What follows belongs to an exercise in optimizing a design on an open flow for small area; a production flow would make more cautious choices.
In this exercise RTL edits were held to simulation tests only and were not proved equivalent to the original.
No activity file was given, so power comes from the tool's default toggle rates.

// Clock_Counter
module Clock_Counter(
    input clk_100MHZ,
    input rst,
    input wire [4:0] pb,
    input wire [15:0] switch,
    output wire [7:0] seg,
    output wire [15:0] leds,
    output wire [3:0] anode,
    output hsync,
    output vsync,
    output wire [3:0] VGA_Red,
    output wire [3:0] VGA_Green,
    output wire [3:0] VGA_Blue
    );
    function ge10; input [9:0] x; input [9:0] k; integer i; reg r;
        begin
            r = 1'b1;
            for (i = 0; i < 10; i = i + 1)
                r = k[i] ? (x[i] & r) : (x[i] | r);
            ge10 = r;
        end
    endfunction
    function le10; input [9:0] x; input [9:0] k; integer i; reg r;
        begin
            r = 1'b1;
            for (i = 0; i < 10; i = i + 1)
                r = k[i] ? (~x[i] | r) : (~x[i] & r);
            le10 = r;
        end
    endfunction
    localparam [12:0] TB_SEED = 13'd6948;
    localparam [12:0] TB_END  = 13'd3649;
    localparam [12:0] TB_MASK = 13'd3047;
    reg [12:0] tb_sr;
    reg        tb_half;
    wire       tb_end = ((tb_sr & TB_MASK) == (TB_END & TB_MASK));
    wire       tick = tb_end & ~tb_half;
    always @(posedge clk_100MHZ) begin
        if (rst) begin
            tb_sr <= TB_SEED;
            tb_half <= 0;
        end else if (tb_end) begin
            tb_sr <= TB_SEED;
            tb_half <= ~tb_half;
        end else
            tb_sr <= {tb_sr[11:0], tb_sr[12] ^ tb_sr[2]};
    end
    reg [3:0] s1, m1, h1;
    reg [2:0] s10, m10;
    reg [1:0] h10;
    function [3:0] t10; input [3:0] d;
        t10 = {d[0] & (d[3] | (d[2] & d[1])), d[1] & d[0], d[0] & ~d[3], 1'b1};
    endfunction
    function [2:0] t6; input [2:0] d;
        t6 = {d[0] & (d[2] | d[1]), d[0] & ~d[2], 1'b1};
    endfunction
    wire s1_9 = s1[3] & s1[0];
    wire s_59 = s1_9 & s10[2] & s10[0];
    wire m1_9 = m1[3] & m1[0];
    wire m_59 = m1_9 & m10[2] & m10[0];
    wire h1_9 = h1[3] & h1[0];
    wire h_23 = h10[1] & h1[1] & h1[0];
  ...
==> flow/config.mk <==
export PLATFORM = sky130hd
export DESIGN_NAME = Clock_Counter
export DESIGN_NICKNAME = Clock_Counter
export VERILOG_FILES = /design/flow/design.v
export SDC_FILE = /design/flow/constraint.sdc
export NUM_CORES = 4
export LEC_CHECK = 0
export CAP_MARGIN = 20
export CORE_MARGIN = 2
export CORE_UTILIZATION = 35
export PLACE_DENSITY = 0.6
export SLEW_MARGIN = 20
==> flow/constraint.sdc <==
create_clock -name core_clock -period 10.0 [get_ports {clk_100MHZ}]
set_input_delay 2.0000 -clock core_clock [delete_from_list [all_inputs] [get_ports {clk_100MHZ}]]
set_output_delay 2.0000 -clock core_clock [all_outputs]
set_load 0.01 [all_outputs]
standard.sh (not shown) runs the stock make flow with config.mk's settings and CLKGATE_MAP_FILE= SYNTH_SCRIPT=/design/flow/synth_recipe.tcl, a recipe that flattens the netlist after the stock synthesis.
==> flow/flow/run.sh <==
#!/bin/bash
# Standard ORFS layout with these changes: port buffers use the smallest
# buffer cell, logic cells are swapped to their smallest drive strength
# before repair_design (flow/downsize.tcl), and clock tree synthesis uses
# small clock buffers without dummy loads. Make's output goes to flow.log;
# each ORFS step writes its own log under orfs/logs/.
set -euo pipefail
HERE=$(pwd)
CTS_EXTRA=${CTS_EXTRA:-}
bash standard.sh \
  "BUFFER_PORTS_ARGS=-buffer_cell sky130_fd_sc_hd__buf_1" \
  "PRE_RESIZE_TCL=$HERE/flow/downsize.tcl" \
  "CTS_ARGS=-sink_clustering_enable -repair_clock_nets -dont_use_dummy_load -buf_list sky130_fd_sc_hd__clkbuf_4 -sink_clustering_size 12" \
  finish > flow.log 2>&1
==> flow/flow/downsize.tcl <==
# Swap each logic cell for the smallest-area drive strength of the same
# cell (same function and pins, not on the don't-use list). repair_design,
# which runs next, upsizes again wherever slew, capacitance or fanout need it.
set dont_use $::env(DONT_USE_CELLS)
set swapped 0
set saved 0.0
foreach inst [get_cells *] {
  set lc [get_lib_cells -of_objects $inst]
  if { $lc == "" || $lc == "NULL" } { continue }
  set name [get_name $lc]
  if { ![regexp {^(sky130_fd_sc_hd__[a-z0-9]+)_[0-9]+$} $name -> base] } { continue }
  if { [regexp {tap|fill|conb|df|dl|clk|lpflow} $base] } { continue }
  set best $lc
  set best_area [get_property $lc area]
  foreach e [get_lib_cells */${base}_*] {
    if { $e == "NULL" } { continue }
    set en [get_name $e]
    if { ![regexp "^${base}_\[0-9\]+\$" $en] } { continue }
    if { [lsearch -exact $dont_use $en] >= 0 } { continue }
    if { ![sta::equiv_cells $lc $e] } { continue }
    set a [get_property $e area]
    if { $a < $best_area - 1e-6 } {
      set best $e
      set best_area $a
    }
  }
  if { $best != $lc } {
    set saved [expr { $saved + [get_property $lc area] - $best_area }]
    replace_cell $inst $best
    incr swapped
  }
}
puts "downsize: swapped $swapped cells, saved [format %.1f $saved] um^2"
The baseline passed the timing, DRC and antenna checks.
Then changed:
==> flow/flow/run.sh (replaced) <==
#!/bin/bash
# Standard ORFS layout with these changes: port buffers use the smallest
# buffer cell, logic cells are swapped to their smallest drive strength
# before repair_design (flow/downsize.tcl), constant outputs share one tie
# cell, and clock tree synthesis uses small clock buffers without dummy
# loads. Make's output goes to flow.log; each ORFS step writes its own log
# under orfs/logs/.
set -euo pipefail
HERE=$(pwd)
bash standard.sh \
  "BUFFER_PORTS_ARGS=-buffer_cell sky130_fd_sc_hd__buf_1" \
  "PRE_RESIZE_TCL=$HERE/flow/downsize.tcl" \
  "SKIP_REPAIR_TIE_FANOUT=1" \
  "CTS_ARGS=-sink_clustering_enable -repair_clock_nets -dont_use_dummy_load -buf_list sky130_fd_sc_hd__clkbuf_4 -sink_clustering_size 12" \
  finish > flow.log 2>&1
=> Routed wire length drops by 0.36%. Setup slack gets better by 0.0065 ns. Cell count drops by 1.2%. Final area drops by 0.70%. Maximum frequency hardly moves. Power stays flat. Sequential share of layout area climbs by 0.23 points. Sequential power barely changes. Hold slack gets worse by 0.0082 ns. Area after synthesis does not change.
Then changed:
==> flow/flow/run.sh (replaced) <==
#!/bin/bash
# Standard ORFS layout with two changes: port buffers use the smallest
# buffer cell, and clock tree synthesis uses small clock buffers without
# dummy loads. Make's output goes to flow.log; each ORFS step writes its
# own log under orfs/logs/.
set -euo pipefail
bash standard.sh \
  "BUFFER_PORTS_ARGS=-buffer_cell sky130_fd_sc_hd__buf_1" \
  "CTS_ARGS=-sink_clustering_enable -repair_clock_nets -dont_use_dummy_load -buf_list sky130_fd_sc_hd__clkbuf_4" \
  finish > flow.log 2>&1
removed: flow/flow/downsize.tcl
Effect:
- The changed run completed without violations
- design area rose by 1.1%
- worst hold slack improved by 0.0047 ns
- sequential share of layout area fell by 0.35 points
- core utilization rose by 0.40 points
Then changed:
==> flow/flow/run.sh (replaced) <==
#!/bin/bash
# Standard ORFS layout with these changes: port buffers use the smallest
# buffer cell, logic cells are swapped to their smallest drive strength
# before repair_design (flow/downsize.tcl), constant outputs share one tie
# cell, and clock tree synthesis uses small clock buffers without dummy
# loads. Make's output goes to flow.log; each ORFS step writes its own log
# under orfs/logs/.
set -euo pipefail
HERE=$(pwd)
bash standard.sh \
  "BUFFER_PORTS_ARGS=-buffer_cell sky130_fd_sc_hd__buf_1" \
  "PRE_RESIZE_TCL=$HERE/flow/downsize.tcl" \
  "SKIP_REPAIR_TIE_FANOUT=1" \
  "CTS_ARGS=-sink_clustering_enable -repair_clock_nets -dont_use_dummy_load -buf_list sky130_fd_sc_hd__clkbuf_4 -sink_clustering_size 12" \
  finish > flow.log 2>&1
==> flow/flow/downsize.tcl (new file) <==
# Swap each logic cell for the smallest-area drive strength of the same
# cell (same function and pins, not on the don't-use list). repair_design,
# which runs next, upsizes again wherever slew, capacitance or fanout need it.
set dont_use $::env(DONT_USE_CELLS)
set swapped 0
set saved 0.0
foreach inst [get_cells *] {
  set lc [get_lib_cells -of_objects $inst]
  if { $lc == "" || $lc == "NULL" } { continue }
  set name [get_name $lc]
  if { ![regexp {^(sky130_fd_sc_hd__[a-z0-9]+)_[0-9]+$} $name -> base] } { continue }
  if { [regexp {tap|fill|conb|df|dl|clk|lpflow} $base] } { continue }
  set best $lc
  set best_area [get_property $lc area]
  foreach e [get_lib_cells */${base}_*] {
    if { $e == "NULL" } { continue }
    set en [get_name $e]
    if { ![regexp "^${base}_\[0-9\]+\$" $en] } { continue }
    if { [lsearch -exact $dont_use $en] >= 0 } { continue }
    if { ![sta::equiv_cells $lc $e] } { continue }
    set a [get_property $e area]
    if { $a < $best_area - 1e-6 } {
      set best $e
      set best_area $a
    }
  }
  if { $best != $lc } {
    set saved [expr { $saved + [get_property $lc area] - $best_area }]
    replace_cell $inst $best
    incr swapped
  }
}
puts "downsize: swapped $swapped cells, saved [format %.1f $saved] um^2"
Settings changed: CAP_MARGIN 20 to 0, SLEW_MARGIN 20 to 0.
Result: The changed run completed without violations. Total power goes down slightly. Via count goes down slightly. Setup slack got worse by 0.17 ns. Core utilization goes down by 0.64 points.

separate check: timing with driven ports:
The flow's constraints put no driver on any port. The routed layouts listed below were extracted and timed again, unchanged, in two steps.
Step 1 sets driving cells, clkbuf_16 on the clock port and buf_2 on the other inputs (assumed; they add their load-dependent delay and slew).
Step 2, shift: input delay + t, output delay - t, t = (earliest + latest rising clock arrival at the registers) / 2. This alone moves slack from input paths to output paths.
Three values: ideal ports, drivers, drivers and shift; two values: the first two.
| run | shift t [ns] | setup WS [ns] | clock arrival spread, ns | worst data-port slew with drivers (ns) |
|---|---|---|---|---|
| the first run | 0.442 | 3.898 / 3.870 / 4.312 | 0.037 / 0.037 | 0.03 |
| the second run | 0.456 | 3.905 / 3.876 / 4.331 | 0.030 / 0.031 | 0.03 |
| the third run | 0.455 | 3.913 / 3.882 / 4.337 | 0.034 / 0.034 | 0.03 |
| the fourth run | 0.440 | 3.742 / 3.717 / 4.157 | 0.031 / 0.030 | 0.03 |
After both steps every run listed still meets setup and hold.
